What follows belongs to an exercise in optimizing a design on an open flow for small area; a production flow would make more cautious choices.
At most, simulation tests tie the RTL to the original design; equivalence was not proved.
The clock port is modelled as an ideal driver; clocking choices that lean on that would not hold on a real chip.
Power is estimated from default activity; no workload was simulated.

Design mainblock, start of the top module:
module mainblock(clk_50M, reset, dio, sclk, stb, data_check, light_chuc1, light_dv1, light_chuc2, light_dv2,light1, light2);
Size: about 190 cells after synthesis, ~38 flip-flops, ~1800 um^2 of cells after synthesis.
==> module tm1638, before the edit <==
module tm1638 (clk, en1, reset, stb, dio, sclk, data_check, light_chuc1, light_dv1, light_chuc2, light_dv2, light1, light2);
input clk, en1, reset;
output reg stb, dio, sclk;
output reg [7:0] data_check;
input [3:0] light_chuc1, light_dv1, light_chuc2, light_dv2;
input [1:0] light1, light2;
localparam [127:0] SSEG = {48'h0, 8'h6f, 8'h7f, 8'h07, 8'h7d, 8'h6d, 8'h66, 8'h4f, 8'h5b, 8'h06, 8'h3f};
localparam [31:0] TLIGHT = {8'h08, 8'h40, 8'h01, 8'h00};
reg [2:0] ng;       
reg [1:0] nslot;    
wire [2:0] g = ~ng;
wire [1:0] slot = ~nslot;
reg [3:0] i;
reg [19:0] hold;    
reg [3:0] cur;      
wire cmdg = g[2] & g[1];
wire byte_slot = (slot == 2'd1) | (slot == 2'd2 & ~cmdg);
always @(posedge clk or posedge reset)
	if (reset) begin
		ng <= 3'd0;
		nslot <= 2'd0;
	end else if (en1 & (~byte_slot | (i == 4'd15))) begin
		if (slot == 2'd3 | (slot == 2'd2 & g == 3'd6)) begin
			nslot <= 2'd3;
			case (g)
				3'd5: ng <= 3'd0;
				3'd6: ng <= 3'd7;
				3'd7: ng <= 3'd1;
				default: ng <= ~(g + 3'd1);
			endcase
		end else
			nslot <= ~(slot + 2'd1);
	end
always @(posedge clk)
	if (~byte_slot)
		i <= 4'd0;
	else if (en1)
		i <= i + 4'd1;
always @(posedge clk)
	if (g[2] & g[0])
		hold[9:0] <= {light1, light_dv1, light_chuc1};
always @(posedge clk)
	if (g == 3'd7)
		hold[19:10] <= {light2, light_dv2, light_chuc2};
always @(posedge clk)
	if (en1) begin
		cur[1:0] <= g[2] ? (g[0] ? light2 : light_dv2[1:0]) :
		            g[1] ? (g[0] ? light_chuc2[1:0] : light1) :
		                   (g[0] ? light_dv1[1:0] : light_chuc1[1:0]);
		cur[3:2] <= g[2] ? light_dv2[3:2] : g[1] ? light_chuc2[3:2] :
		            g[0] ? light_dv1[3:2] : light_chuc1[3:2];
	end
wire [3:0] hsel;
assign hsel[1:0] = g[2] ? (g[0] ? hold[19:18] : hold[15:14]) :
                   g[1] ? (g[0] ? hold[11:10] : hold[9:8]) :
                          (g[0] ? hold[5:4] : hold[1:0]);
assign hsel[3:2] = g[2] ? hold[17:16] : g[1] ? hold[13:12] :
                   g[0] ? hold[7:6] : hold[3:2];
wire light_pos = (g == 3'd2) | (g == 3'd5);
wire [7:0] cur_b;
genvar k;
generate for (k = 0; k < 8; k = k + 1) begin : dc
	assign cur_b[k] = light_pos ? TLIGHT[{cur[1:0], k[2:0]}] : SSEG[{cur, k[2:0]}];
end endgenerate
wire hold_bit = light_pos ? TLIGHT[{hsel[1:0], i[3:1]}] : SSEG[{hsel, i[3:1]}];
reg [7:0] cbyte;
always @(*) begin
	if (cmdg)
		cbyte = g[0] ? 8'h8f : 8'h44;
	else
		cbyte = {4'hc, g, 1'b0};
	sclk = byte_slot ? i[0] : 1'b1;
	data_check = ~byte_slot ? 8'h00 : (slot == 2'd1) ? cbyte : cur_b;
	dio = ~byte_slot ? (g == 3'd7 && slot == 2'd2) : (slot == 2'd1) ? cbyte[i[3:1]] : hold_bit;
	stb = (slot == 2'd3) | (slot == 2'd2 & cmdg);
end
endmodule
Settings: LEC_CHECK=0, CAP_MARGIN=20, CORE_MARGIN=2, CORE_UTILIZATION=40, GPL_TIMING_DRIVEN=0, PLACE_DENSITY=0.95, SLEW_MARGIN=20; clock period 5.0 ns.
standard.sh (not shown) runs the stock make flow with config.mk's settings and CLKGATE_MAP_FILE= SYNTH_SCRIPT=/design/flow/synth_recipe.tcl, a recipe that flattens the netlist after the stock synthesis.
==> flow/flow/run.sh <==
#!/bin/bash
# Layout flow:
#  1. the standard synthesis, then a second synthesis (flow/synth.tcl) that
#     differs only in its combinational mapping. Its registers are renamed to
#     the standard synthesis's names (flow/regs.py, matched by the net each
#     drives), and it is kept only if it then has exactly the same registers
#     (names and cell types); otherwise the standard netlist is used.
#  2. the standard placement, with the smallest buffer (buf_1) on the ports.
#  3. clock tree (flow/clock.tcl): one to four clock buffers fed by the clock
#     port, each driving a group of nearby registers; the smallest choice
#     whose estimated clock-pin slew is under 112 ps is kept.
#  4. the standard routing and finishing.
# Each step's output goes to its own log file in this folder.
set -euo pipefail
RES=orfs/results/$FLOW_PLATFORM/mainblock/base
PORTBUF='BUFFER_PORTS_ARGS=-buffer_cell sky130_fd_sc_hd__buf_1'
bash standard.sh synth > synth_standard.log 2>&1
mkdir -p keep
cp $RES/1_2_yosys.v $RES/1_2_yosys.sdc $RES/1_synth.odb $RES/1_synth.sdc keep/
python3 flow/regs.py list keep/1_2_yosys.v > regs_standard.txt
rm -f $RES/1_2_yosys.v $RES/1_2_yosys.sdc $RES/1_synth.odb $RES/1_synth.sdc
if bash standard.sh SYNTH_SCRIPT=$PWD/flow/synth.tcl synth > synth_own.log 2>&1 \
   && python3 flow/regs.py rename keep/1_2_yosys.v $RES/1_2_yosys.v own_renamed.v \
   && cp own_renamed.v $RES/1_2_yosys.v && rm -f $RES/1_synth.odb $RES/1_synth.sdc \
   && bash standard.sh synth > synth_own_odb.log 2>&1 \
   && python3 flow/regs.py list $RES/1_2_yosys.v > regs_own.txt \
   && cmp -s regs_standard.txt regs_own.txt; then
  echo "own synthesis kept" > synth_choice.log
else
  echo "own synthesis dropped, standard synthesis used" > synth_choice.log
  cp keep/* $RES/
fi
bash standard.sh "$PORTBUF" place > place.log 2>&1
export RES
export LIB=$FLOW_HOME/platforms/sky130hd/lib/sky130_fd_sc_hd__tt_025C_1v80.lib
export SETRC=$FLOW_HOME/platforms/sky130hd/setRC.tcl
export CLKPORT=clk_50M
ok=0
for cfg in "3 clkbuf_4" "1 clkbuf_16" "2 clkbuf_8" "4 clkbuf_4" "3 clkbuf_8" "4 clkbuf_8" "4 clkbuf_16"; do
  set -- $cfg
  CLK_GROUPS=$1 CLKBUF=sky130_fd_sc_hd__$2 openroad -no_init -exit flow/clock.tcl > clock_$1_$2.log 2>&1
  s=$(sed -n 's/^max clk slew //p' clock_$1_$2.log)
  if awk -v s="$s" 'BEGIN{exit !(s < 0.112)}'; then ok=1; break; fi
done
[[ $ok == 1 ]]
bash standard.sh "$PORTBUF" finish > finish.log 2>&1
Other scripts of this flow, unchanged in this note and not shown: flow/flow/abc.script, flow/flow/clock.tcl, flow/flow/regs.py, flow/flow/synth.tcl
Edit:
--- a/flow/design.v
+++ b/flow/design.v
@@ -50,33 +50,32 @@
 		i <= 4'd0;
 	else if (en1)
 		i <= i + 4'd1;
-always @(posedge clk)
-	if (g[2] & g[0])
-		hold[9:0] <= {light1, light_dv1, light_chuc1};
-always @(posedge clk)
-	if (g == 3'd7)
-		hold[19:10] <= {light2, light_dv2, light_chuc2};
-always @(posedge clk)
-	if (en1) begin
-		cur[1:0] <= g[2] ? (g[0] ? light2 : light_dv2[1:0]) :
-		            g[1] ? (g[0] ? light_chuc2[1:0] : light1) :
-		                   (g[0] ? light_dv1[1:0] : light_chuc1[1:0]);
-		cur[3:2] <= g[2] ? light_dv2[3:2] : g[1] ? light_chuc2[3:2] :
-		            g[0] ? light_dv1[3:2] : light_chuc1[3:2];
-	end
+wire [5:0] pos = {g == 3'd5, g == 3'd4, g == 3'd3, g == 3'd2, g == 3'd1, g == 3'd0};
+wire live = en1;
+wire win04 = g[2] & g[0];
+wire win5 = g == 3'd7;
+always @(posedge clk) if (win04 | live & pos[0]) hold[3:0] <= light_chuc1;
+always @(posedge clk) if (win04 | live & pos[1]) hold[7:4] <= light_dv1;
+always @(posedge clk) if (win04 | live & pos[2]) hold[9:8] <= light1;
+always @(posedge clk) if (win04 | live & pos[3]) hold[13:10] <= light_chuc2;
+always @(posedge clk) if (win04 | live & pos[4]) hold[17:14] <= light_dv2;
+always @(posedge clk) if (win5 | live & pos[5]) hold[19:18] <= light2;
 wire [3:0] hsel;
 assign hsel[1:0] = g[2] ? (g[0] ? hold[19:18] : hold[15:14]) :
                    g[1] ? (g[0] ? hold[11:10] : hold[9:8]) :
                           (g[0] ? hold[5:4] : hold[1:0]);
 assign hsel[3:2] = g[2] ? hold[17:16] : g[1] ? hold[13:12] :
                    g[0] ? hold[7:6] : hold[3:2];
+always @(posedge clk)
+	if (slot == 2'd0)
+		cur <= hsel;
 wire light_pos = (g == 3'd2) | (g == 3'd5);
-wire [7:0] cur_b;
+wire [7:0] live_b;
 genvar k;
 generate for (k = 0; k < 8; k = k + 1) begin : dc
-	assign cur_b[k] = light_pos ? TLIGHT[{cur[1:0], k[2:0]}] : SSEG[{cur, k[2:0]}];
+	assign live_b[k] = light_pos ? TLIGHT[{hsel[1:0], k[2:0]}] : SSEG[{hsel, k[2:0]}];
 end endgenerate
-wire hold_bit = light_pos ? TLIGHT[{hsel[1:0], i[3:1]}] : SSEG[{hsel, i[3:1]}];
+wire hold_bit = light_pos ? TLIGHT[{cur[1:0], i[3:1]}] : SSEG[{cur, i[3:1]}];
 reg [7:0] cbyte;
 always @(*) begin
 	if (cmdg)
@@ -84,7 +83,7 @@
 	else
 		cbyte = {4'hc, g, 1'b0};
 	sclk = byte_slot ? i[0] : 1'b1;
-	data_check = ~byte_slot ? 8'h00 : (slot == 2'd1) ? cbyte : cur_b;
+	data_check = ~byte_slot ? 8'h00 : (slot == 2'd1) ? cbyte : live_b;
 	dio = ~byte_slot ? (g == 3'd7 && slot == 2'd2) : (slot == 2'd1) ? cbyte[i[3:1]] : hold_bit;
 	stb = (slot == 2'd3) | (slot == 2'd2 & cmdg);
 end
Effect: Non-clock buffer count rises by 1; final area went down by 1.8%; area after synthesis went down by 2.9%; worst hold slack got worse by 0.0097 ns; die area went down by 2.8%; fmax falls by 3.3%; via count drops by 3.6%; wire length came out lower by 15%; count of clock-buffer cells in the layout decreases by 2; global-route usage decreases by 2.1 points; clock skew is higher by 0.0087 ns; critical path depth came out lower by 1; sequential share of layout area grows by 1.1 points.

========
mainblock, a different RTL version from the one above (not shown whole).
Size in the first run: about 38 flip-flops, about 33 I/O pins, roughly 1900 sq um of cells after synthesis.
==> module tm1638, before the edit <==
module tm1638 (clk, en1, reset, stb, dio, sclk, data_check, light_chuc1, light_dv1, light_chuc2, light_dv2, light1, light2);
input clk, en1, reset;
output reg stb, dio, sclk;
output reg [7:0] data_check;
input [3:0] light_chuc1, light_dv1, light_chuc2, light_dv2;
input [1:0] light1, light2;
localparam [127:0] SSEG = {48'h0, 8'h6f, 8'h7f, 8'h07, 8'h7d, 8'h6d, 8'h66, 8'h4f, 8'h5b, 8'h06, 8'h3f};
localparam [31:0] TLIGHT = {8'h08, 8'h40, 8'h01, 8'h00};
reg [2:0] ng;       
reg [1:0] nslot;    
wire [2:0] g = ~ng;
wire [1:0] slot = ~nslot;
reg [3:0] i;
reg [19:0] hold;    
reg [3:0] cur;      
wire cmdg = g[2] & g[1];
wire byte_slot = (slot == 2'd1) | (slot == 2'd2 & ~cmdg);
wire frame_end = (g == 3'd7) & (slot == 2'd3);
always @(posedge clk or posedge reset)
	if (reset) begin
		ng <= 3'd0;
		nslot <= 2'd0;
	end else if (en1 & (~byte_slot | (i == 4'd15))) begin
		if (slot == 2'd3 | (slot == 2'd2 & g == 3'd6)) begin
			nslot <= 2'd3;
			case (g)
				3'd5: ng <= 3'd0;
				3'd6: ng <= 3'd7;
				3'd7: ng <= 3'd1;
				default: ng <= ~(g + 3'd1);
			endcase
		end else
			nslot <= ~(slot + 2'd1);
	end
always @(posedge clk)
	if (~byte_slot)
		i <= 4'd0;
	else if (en1)
		i <= i + 4'd1;
always @(posedge clk)
	if (en1 & frame_end)
		hold <= {light2, light_dv2, light_chuc2, light1, light_dv1, light_chuc1};
always @(posedge clk)
	if (en1)
		case (g)
			3'd0: cur <= light_chuc1;
			3'd1: cur <= light_dv1;
			3'd2: cur <= {2'b00, light1};
			3'd3: cur <= light_chuc2;
			3'd4: cur <= light_dv2;
			default: cur <= {2'b00, light2};
		endcase
reg [3:0] hsel;
always @(*)
	case (g)
		3'd0: hsel = hold[3:0];
		3'd1: hsel = hold[7:4];
		3'd2: hsel = {2'b00, hold[9:8]};
		3'd3: hsel = hold[13:10];
		3'd4: hsel = hold[17:14];
		default: hsel = {2'b00, hold[19:18]};
	endcase
wire light_pos = (g == 3'd2) | (g == 3'd5);
wire [7:0] cur_b;
genvar k;
generate for (k = 0; k < 8; k = k + 1) begin : dc
	assign cur_b[k] = light_pos ? TLIGHT[{cur[1:0], k[2:0]}] : SSEG[{cur, k[2:0]}];
end endgenerate
wire hold_bit = light_pos ? TLIGHT[{hsel[1:0], i[3:1]}] : SSEG[{hsel, i[3:1]}];
reg [7:0] cbyte;
always @(*) begin
	if (cmdg)
		cbyte = g[0] ? 8'h8f : 8'h44;
	else
		cbyte = {4'hc, g, 1'b0};
	sclk = byte_slot ? i[0] : 1'b1;
	data_check = ~byte_slot ? 8'h00 : (slot == 2'd1) ? cbyte : cur_b;
	dio = ~byte_slot ? (g == 3'd7 && slot == 2'd2) : (slot == 2'd1) ? cbyte[i[3:1]] : hold_bit;
	stb = (slot == 2'd3) | (slot == 2'd2 & cmdg);
end
endmodule
Settings: LEC_CHECK=0, CAP_MARGIN=20, CORE_MARGIN=2, CORE_UTILIZATION=40, PLACE_DENSITY=0.95, SLEW_MARGIN=20; clock period 5.0 ns.
==> flow/flow/run.sh <==
#!/bin/bash
# Layout flow:
#  1. the standard synthesis, then a second synthesis (flow/synth.tcl) that
#     differs only in its combinational mapping; the second is kept only if
#     it has exactly the same registers (names and cell types).
#  2. the standard placement, with the smallest buffer (buf_1) on the ports.
#  3. clock tree: a few clock buffers fed by the clock port, each driving a
#     group of nearby registers (flow/clock.tcl).
#  4. the standard routing and finishing.
set -euo pipefail
RES=orfs/results/$FLOW_PLATFORM/mainblock/base
PORTBUF='BUFFER_PORTS_ARGS=-buffer_cell sky130_fd_sc_hd__buf_1'
bash standard.sh synth > synth_standard.log 2>&1
mkdir -p keep
cp $RES/1_2_yosys.v $RES/1_2_yosys.sdc $RES/1_synth.odb $RES/1_synth.sdc keep/
python3 flow/regs.py list keep/1_2_yosys.v > regs_standard.txt
rm -f $RES/1_2_yosys.v $RES/1_2_yosys.sdc $RES/1_synth.odb $RES/1_synth.sdc
if bash standard.sh SYNTH_SCRIPT=$PWD/flow/synth.tcl synth > synth_own.log 2>&1 \
   && python3 flow/regs.py rename keep/1_2_yosys.v $RES/1_2_yosys.v own_renamed.v \
   && cp own_renamed.v $RES/1_2_yosys.v && rm -f $RES/1_synth.odb $RES/1_synth.sdc \
   && bash standard.sh synth > synth_own_odb.log 2>&1 \
   && python3 flow/regs.py list $RES/1_2_yosys.v > regs_own.txt \
   && cmp -s regs_standard.txt regs_own.txt; then
  echo "own synthesis kept" > synth_choice.log
else
  echo "own synthesis dropped, standard synthesis used" > synth_choice.log
  cp keep/* $RES/
fi
bash standard.sh "$PORTBUF" place > place.log 2>&1
export RES
export LIB=$FLOW_HOME/platforms/sky130hd/lib/sky130_fd_sc_hd__tt_025C_1v80.lib
export SETRC=$FLOW_HOME/platforms/sky130hd/setRC.tcl
export CLKPORT=clk_50M
ok=0
for cfg in "3 clkbuf_4" "1 clkbuf_16" "2 clkbuf_8" "4 clkbuf_4" "3 clkbuf_8" "4 clkbuf_8" "4 clkbuf_16"; do
  set -- $cfg
  CLK_GROUPS=$1 CLKBUF=sky130_fd_sc_hd__$2 openroad -no_init -exit flow/clock.tcl > clock_$1_$2.log 2>&1
  s=$(sed -n 's/^max clk slew //p' clock_$1_$2.log)
  if awk -v s="$s" 'BEGIN{exit !(s < 0.112)}'; then ok=1; break; fi
done
[[ $ok == 1 ]]
bash standard.sh "$PORTBUF" finish > finish.log 2>&1
Other scripts of this flow, unchanged in this note and not shown: flow/flow/abc.script, flow/flow/clock.tcl, flow/flow/regs.py, flow/flow/synth.tcl
Rerun with:
--- a/flow/design.v
+++ b/flow/design.v
@@ -49,34 +49,28 @@
 always @(posedge clk)
 	if (~byte_slot)
 		i <= 4'd0;
 	else if (en1)
 		i <= i + 4'd1;
 always @(posedge clk)
-	if (en1 & frame_end)
+	if (frame_end)
 		hold <= {light2, light_dv2, light_chuc2, light1, light_dv1, light_chuc1};
 always @(posedge clk)
-	if (en1)
-		case (g)
-			3'd0: cur <= light_chuc1;
-			3'd1: cur <= light_dv1;
-			3'd2: cur <= {2'b00, light1};
-			3'd3: cur <= light_chuc2;
-			3'd4: cur <= light_dv2;
-			default: cur <= {2'b00, light2};
-		endcase
-reg [3:0] hsel;
-always @(*)
-	case (g)
-		3'd0: hsel = hold[3:0];
-		3'd1: hsel = hold[7:4];
-		3'd2: hsel = {2'b00, hold[9:8]};
-		3'd3: hsel = hold[13:10];
-		3'd4: hsel = hold[17:14];
-		default: hsel = {2'b00, hold[19:18]};
-	endcase
+	if (en1) begin
+		cur[1:0] <= g[2] ? (g[0] ? light2 : light_dv2[1:0]) :
+		            g[1] ? (g[0] ? light_chuc2[1:0] : light1) :
+		                   (g[0] ? light_dv1[1:0] : light_chuc1[1:0]);
+		cur[3:2] <= g[2] ? light_dv2[3:2] : g[1] ? light_chuc2[3:2] :
+		            g[0] ? light_dv1[3:2] : light_chuc1[3:2];
+	end
+wire [3:0] hsel;
+assign hsel[1:0] = g[2] ? (g[0] ? hold[19:18] : hold[15:14]) :
+                   g[1] ? (g[0] ? hold[11:10] : hold[9:8]) :
+                          (g[0] ? hold[5:4] : hold[1:0]);
+assign hsel[3:2] = g[2] ? hold[17:16] : g[1] ? hold[13:12] :
+                   g[0] ? hold[7:6] : hold[3:2];
 wire light_pos = (g == 3'd2) | (g == 3'd5);
 wire [7:0] cur_b;
 genvar k;
 generate for (k = 0; k < 8; k = k + 1) begin : dc
 	assign cur_b[k] = light_pos ? TLIGHT[{cur[1:0], k[2:0]}] : SSEG[{cur, k[2:0]}];
 end endgenerate
Outcome:
- non-clock buffer count rises by 3
- design area rose by 0.42%
- total power goes up by 0.40%
- worst hold slack is worse by 0.0070 ns
- die area came out lower by 0.76%
- wire length drops by 3.8%
- setup slack degrades by 0.049 ns
- clock power stays flat
- combinational power rose by about 7%
- clock-buffer cell count grows by 2
- cell count shrinks by 4.3%
- maximum frequency went down by 1.1%
- utilization is higher by 0.52 points
Function not checked in the second run of this note: the RTL went through the layout flow alone.

[afterwards: timing with drivers on the ports]
No port has a modelled driver above. Below, the same layouts with a new extraction and two added sets of constraints. Step 1 sets driving cells, clkbuf_16 on the clock port and buf_2 on the other inputs (assumed; they add their load-dependent delay and slew). Step 2 times the ports against the registers' clock, not the clock port: input delays grow and output delays shrink by t, the midpoint of the rising clock arrivals with the driver on. Three values: ideal ports, drivers, drivers and shift; two values: the first two.
run	t, ns	setup WS [ns]	worst setup path at the end	worst register clock-pin slew, ns	cell pins on the clock port's net
the first run of note 1	0.200	0.549 / 0.506 / 0.706	register to output	0.10 / 0.10	4
the second run of note 1	0.198	0.398 / 0.360 / 0.558	register to output	0.11 / 0.11	2
the first run of note 2	0.199	0.611 / 0.573 / 0.772	register to output	0.11 / 0.11	2
the second run of note 2	0.202	0.562 / 0.516 / 0.718	register to output	0.10 / 0.10	4
After both steps every run listed still meets setup and hold.
